From an optimization exercise on the open Yosys and OpenROAD flow, aimed at small area; shortcuts taken in it are not production practice. In this exercise RTL edits were held to simulation tests only and were not proved equivalent to the original. Power figures rest on the tool's default switching activity, not on a simulated workload.

build 35:
Design TopLevel, start of the top module:
module TopLevel (
    input  logic        clk, rst, interrupt,
    output logic [31:0] imem_addr,
    input  logic [31:0] imem_rdata,
    output logic [31:0] dmem_addr,
    output logic [31:0] dmem_wdata,
    output logic [3:0]  dmem_wmask,
    output logic        dmem_we,
    input  logic [31:0] dmem_rdata);
export LEC_CHECK = 0
export CAP_MARGIN = 20
export CORE_MARGIN = 2
export CORE_UTILIZATION = 60
export PLACE_DENSITY = 0.75
export SLEW_MARGIN = 20
create_clock -name core_clock -period 20.0 [get_ports {clk}]
standard.sh (not shown) runs the stock make flow with config.mk's settings and CLKGATE_MAP_FILE= SYNTH_SCRIPT=/design/flow/synth_recipe.tcl, a recipe that flattens the netlist after the stock synthesis.
==> flow/flow/run.sh <==
#!/bin/bash
# The standard layout, with two changes:
#  - after the standard synthesis, its combinational logic is mapped again by
#    ABC for area; flip-flops keep their instances, names and cell types;
#  - every port gets the smallest buffer.
# Each tool's output goes to a log file of its own in this folder.
set -euo pipefail
RES="$PWD/orfs/results/$FLOW_PLATFORM/TopLevel/base"
BP="BUFFER_PORTS_ARGS=-buffer_cell sky130_fd_sc_hd__buf_1"
YOSYS="${FLOW_HOME}/../tools/install/yosys/bin/yosys"
command -v yosys >/dev/null 2>&1 && YOSYS="$(command -v yosys)"
LIB="${FLOW_HOME}/platforms/${FLOW_PLATFORM}/lib/sky130_fd_sc_hd__tt_025C_1v80.lib"

# standard synthesis
bash standard.sh "$BP" "$RES/1_2_yosys.v" > standard_synth.log 2>&1
cp "$RES/1_2_yosys.v" "$RES/1_2_yosys_std.v"

# area remap of the combinational cells
DU=""
for c in $(cat flow/dont_use.txt); do DU="$DU -dont_use $c"; done
cat > remap.ys <<EOT
read_liberty -ignore_miss_func $LIB
delete sky130_fd_sc_hd__*df* sky130_fd_sc_hd__*dl* sky130_fd_sc_hd__conb_*
write_verilog -noattr remap_models.v
design -reset
read_liberty -lib $LIB
read_verilog -sv $RES/1_2_yosys_std.v
hierarchy -top $FLOW_TOP
techmap -map remap_models.v
techmap
rename -hide w:*.*
opt -fast -purge
abc -liberty $LIB $DU -script $PWD/flow/area.abc
opt_clean -purge
hilomap -singleton -hicell sky130_fd_sc_hd__conb_1 HI -locell sky130_fd_sc_hd__conb_1 LO
rename -hide w:*.*
splitnets
opt_clean -purge
insbuf -buf sky130_fd_sc_hd__buf_4 A X
check -assert
stat -liberty $LIB
write_verilog -noattr -nohex -nodec $RES/1_2_yosys.v
EOT
"$YOSYS" -s remap.ys > remap.log 2>&1

# the rest of the standard flow
CTS="CTS_ARGS=-sink_clustering_enable -repair_clock_nets -sink_clustering_size 30 -sink_clustering_max_diameter 60 -buf_list sky130_fd_sc_hd__clkbuf_16 -dont_use_dummy_load"
bash standard.sh "$BP" "$CTS" finish > standard.log 2>&1
==> flow/flow/area.abc <==
strash
dc2
dch -f
amap
strash
dc2
dch -f
amap
topo
Other scripts of this flow, unchanged in this note and not shown: flow/flow/dont_use.txt
Build 35: full flow OK, the timing, DRC and antenna checks passed
For build 63, these inputs were changed with respect to build 35:
- CTS_CLUSTER_SIZE: unset -> 8
- PLACE_DENSITY: 0.75 -> unset
- CTS_CLUSTER_DIAMETER: unset -> 40
- CTS_BUF_LIST: unset -> sky130_fd_sc_hd__clkbuf_4
-- flow/flow/run.sh --
<<< build 35, line 45

# the rest of the standard flow
CTS="CTS_ARGS=-sink_clustering_enable -repair_clock_nets -sink_clustering_size 30 -sink_clustering_max_diameter 60 -buf_list sky130_fd_sc_hd__clkbuf_16 -dont_use_dummy_load"
bash standard.sh "$BP" "$CTS" finish > standard.log 2>&1
>>> build 63, line 45

# the rest of the standard flow
bash standard.sh "$BP" finish > standard.log 2>&1
==> flow/flow/area.abc <==
strash
dch -f
map -a
topo
[summary]
Build 35 fits on a die that is smaller than the die of build 63. Side by side, via count of the first global-routing pass turned out higher in build 63 than in build 35. Compared with build 35, build 63 shows a final standard cell count with taps included and fillers excluded that is 9.7% higher.
Here is what was changed in the inputs of build 16 compared with build 63.
-- flow/flow/run.sh --
<<< build 63, line 45

# the rest of the standard flow
bash standard.sh "$BP" finish > standard.log 2>&1
>>> build 16, line 45

# the rest of the standard flow
CTS="CTS_ARGS=-sink_clustering_enable -repair_clock_nets -sink_clustering_size 24 -sink_clustering_max_diameter 50 -buf_list {sky130_fd_sc_hd__clkbuf_4 sky130_fd_sc_hd__clkbuf_8 sky130_fd_sc_hd__clkbuf_16} -dont_use_dummy_load"
bash standard.sh "$BP" "$CTS" finish > standard.log 2>&1
==> flow/flow/area.abc <==
strash
dc2
dch -f
amap
strash
dc2
dch -f
amap
topo
==> run notes <==
In build 16 the instance count of the mapped netlist turned out 212 lower than in build 63.
Taking build 63 as the reference, in build 16 clock network fraction of design power +2.0 points; placement-stage worst setup slack -0.97 ns; final design utilization +0.37 points; wire length -about 1.6%.
The flow did not stop early for build 16: all stages ran, and the layout cleared the timing, DRC and antenna checks.
Looking at combinational power share, build 16 sits below build 63.
Input-level comparison between build 1 and build 16:
- clearing CTS_CLUSTER_DIAMETER, which used to be 40
- swapping 20 for 5 in SLEW_MARGIN
- clearing CTS_CLUSTER_SIZE, which used to be 8
- swapping 20 for 5 in CAP_MARGIN
- clearing CTS_BUF_LIST, which used to be sky130_fd_sc_hd__clkbuf_4
-- flow/flow/run.sh --
<<< build 16, line 45

# the rest of the standard flow
CTS="CTS_ARGS=-sink_clustering_enable -repair_clock_nets -sink_clustering_size 24 -sink_clustering_max_diameter 50 -buf_list {sky130_fd_sc_hd__clkbuf_4 sky130_fd_sc_hd__clkbuf_8 sky130_fd_sc_hd__clkbuf_16} -dont_use_dummy_load"
bash standard.sh "$BP" "$CTS" finish > standard.log 2>&1
>>> build 1, line 45

# the rest of the standard flow
CTS="CTS_ARGS=-sink_clustering_enable -repair_clock_nets -sink_clustering_size 30 -sink_clustering_max_diameter 60 -buf_list sky130_fd_sc_hd__clkbuf_16 -dont_use_dummy_load"
bash standard.sh "$BP" "$CTS" finish > standard.log 2>&1
Results
Changes observed in build 1 relative to build 16: count of buffering cells on the critical path with inverters included picked up an extra 1; maximum resistive drop on vdd climbed 10%; final total power now sits lower; proportion of cell area occupied by multi-input gates now sits higher.
Build 16 → build 1: final setup skew went up by 0.030 ns, proportion of power drawn by the clock network saw a decrease, proportion of layout cells with a drive suffix above 1 has decreased.
| worst hold slack | higher: build 16 |
Edits applied to the flow inputs when going from build 1 to build 38:
- setting CTS_CLUSTER_SIZE to 8 for the first time
- changing SLEW_MARGIN from 5 to 20
- setting CTS_BUF_LIST to sky130_fd_sc_hd__clkbuf_4 for the first time
- setting CTS_CLUSTER_DIAMETER to 40 for the first time
- changing CAP_MARGIN from 5 to 20
-- flow/flow/run.sh --
<<< build 1, line 45

# the rest of the standard flow
CTS="CTS_ARGS=-sink_clustering_enable -repair_clock_nets -sink_clustering_size 30 -sink_clustering_max_diameter 60 -buf_list sky130_fd_sc_hd__clkbuf_16 -dont_use_dummy_load"
bash standard.sh "$BP" "$CTS" finish > standard.log 2>&1
>>> build 38, line 45

# the rest of the standard flow
CTS="CTS_ARGS=-sink_clustering_enable -repair_clock_nets -sink_clustering_size 30 -sink_clustering_max_diameter 60 -buf_list sky130_fd_sc_hd__clkbuf_16 -tree_buf sky130_fd_sc_hd__clkbuf_4 -dont_use_dummy_load"
bash standard.sh "$BP" "$CTS" finish > standard.log 2>&1
==> flow/flow/area.abc <==
strash
dch -f
map -a
topo
[summary]
Of the two values seen for slowest cell on the critical path, nor2_1 was produced by build 38 and nor3_1 by build 1.
Weighted congestion reported at the end of routability-driven placement across build 38 and build 1: no real change.
Going from build 1 to build 38, count of vias placed by the detailed router increased about 5%, synthesized area increased 530 µm².
Compared with build 1, build 38 shows aggregate routed wire length higher by about 3.2%.
Build 1 → build 38: critical path depth +12, half-perimeter wire length of the detailed placement result +3.3%.
Compared with build 1, build 38 shows a largest net degree at the start of global routing that is 14 higher.
Compared with build 1, build 38 shows transition time at the pin with the least slew margin higher by 0.039 ns.
Run comparison: build 1 start point of the critical path imem_rdata[5]; build 38 start point of the critical path imem_rdata[2]
Relative to build 1, build 38 improves final critical path time including I/O delays and setup.
Delta(total clock buffers created by CTS, build 38 - build 1) > 0
Between build 38 and build 1, total core area is lower for build 1, build 38 comes in above that.
Here is what was changed in the inputs of build 36 compared with build 38.
- CTS_CLUSTER_DIAMETER no longer set, was 40
- CORE_UTILIZATION now 70, was 60
- PLACE_DENSITY now 0.8, previously not set
- CTS_CLUSTER_SIZE no longer set, was 8
- CTS_BUF_LIST no longer set, was sky130_fd_sc_hd__clkbuf_4
-- flow/flow/run.sh --
<<< build 38, line 45

# the rest of the standard flow
CTS="CTS_ARGS=-sink_clustering_enable -repair_clock_nets -sink_clustering_size 30 -sink_clustering_max_diameter 60 -buf_list sky130_fd_sc_hd__clkbuf_16 -tree_buf sky130_fd_sc_hd__clkbuf_4 -dont_use_dummy_load"
bash standard.sh "$BP" "$CTS" finish > standard.log 2>&1
>>> build 36, line 45

# the rest of the standard flow
CTS="CTS_ARGS=-sink_clustering_enable -repair_clock_nets -sink_clustering_size 30 -sink_clustering_max_diameter 60 -buf_list sky130_fd_sc_hd__clkbuf_16 -dont_use_dummy_load"
bash standard.sh "$BP" "$CTS" finish > standard.log 2>&1
==> flow/flow/area.abc <==
strash
dc2
dch -f
amap
strash
dc2
dch -f
amap
topo
[summary]
On build 36: combined buffer and inverter count along the critical path is 9 lower than what build 38 gave. The highest metal layer with signal wires comes out met5 in one run and met4 in the other, namely in build 36 and build 38 respectively. Build 36 vs build 38: wire length up in build 36. Looking only at count of non-CTS buffers in the layout, and setting everything else aside, the higher value of build 38 and build 36 goes to build 36. Sort build 38 and build 36 by final setup slack of the worst path desc -> top: build 38. Build 36: full flow OK, the timing, DRC and antenna checks passed.

afterwards: timing with drivers on the ports:
The results above use ideal ports. As a check the final layouts listed here were re-extracted and re-timed, cells and wires unchanged. Step 1: set_driving_cell puts a clkbuf_16 on clk and a buf_2 on each other input, an assumption about the parent block. Step 2 times the ports against the registers' clock, not the clock port: input delays grow and output delays shrink by t, the midpoint of the rising clock arrivals with the driver on. Slacks: ideal ports / drivers / drivers and shift; pairs: ideal ports / drivers.
| run | t (ns) | setup WS [ns] | worst data-port slew with drivers (ns) |
|---|---|---|---|
| build 35 | 0.661 | 1.517 / 1.484 / 0.822 | 0.11 |
| build 63 | 1.041 | 2.871 / 2.845 / 1.804 | 0.11 |
| build 16 | 0.638 | 1.380 / 1.348 / 0.709 | 0.12 |
| build 1 | 0.651 | 1.512 / 1.469 / 0.818 | 0.11 |
| build 38 | 0.660 | 2.430 / 2.405 / 1.745 | 0.13 |
| build 36 | 0.662 | 0.861 / 0.859 / 0.197 | 0.10 |
After both steps setup and hold are still met in every run listed. For build 63, which loses most, drivers alone change the setup slack by -0.026 ns; drivers and shift together by -1.067 ns.
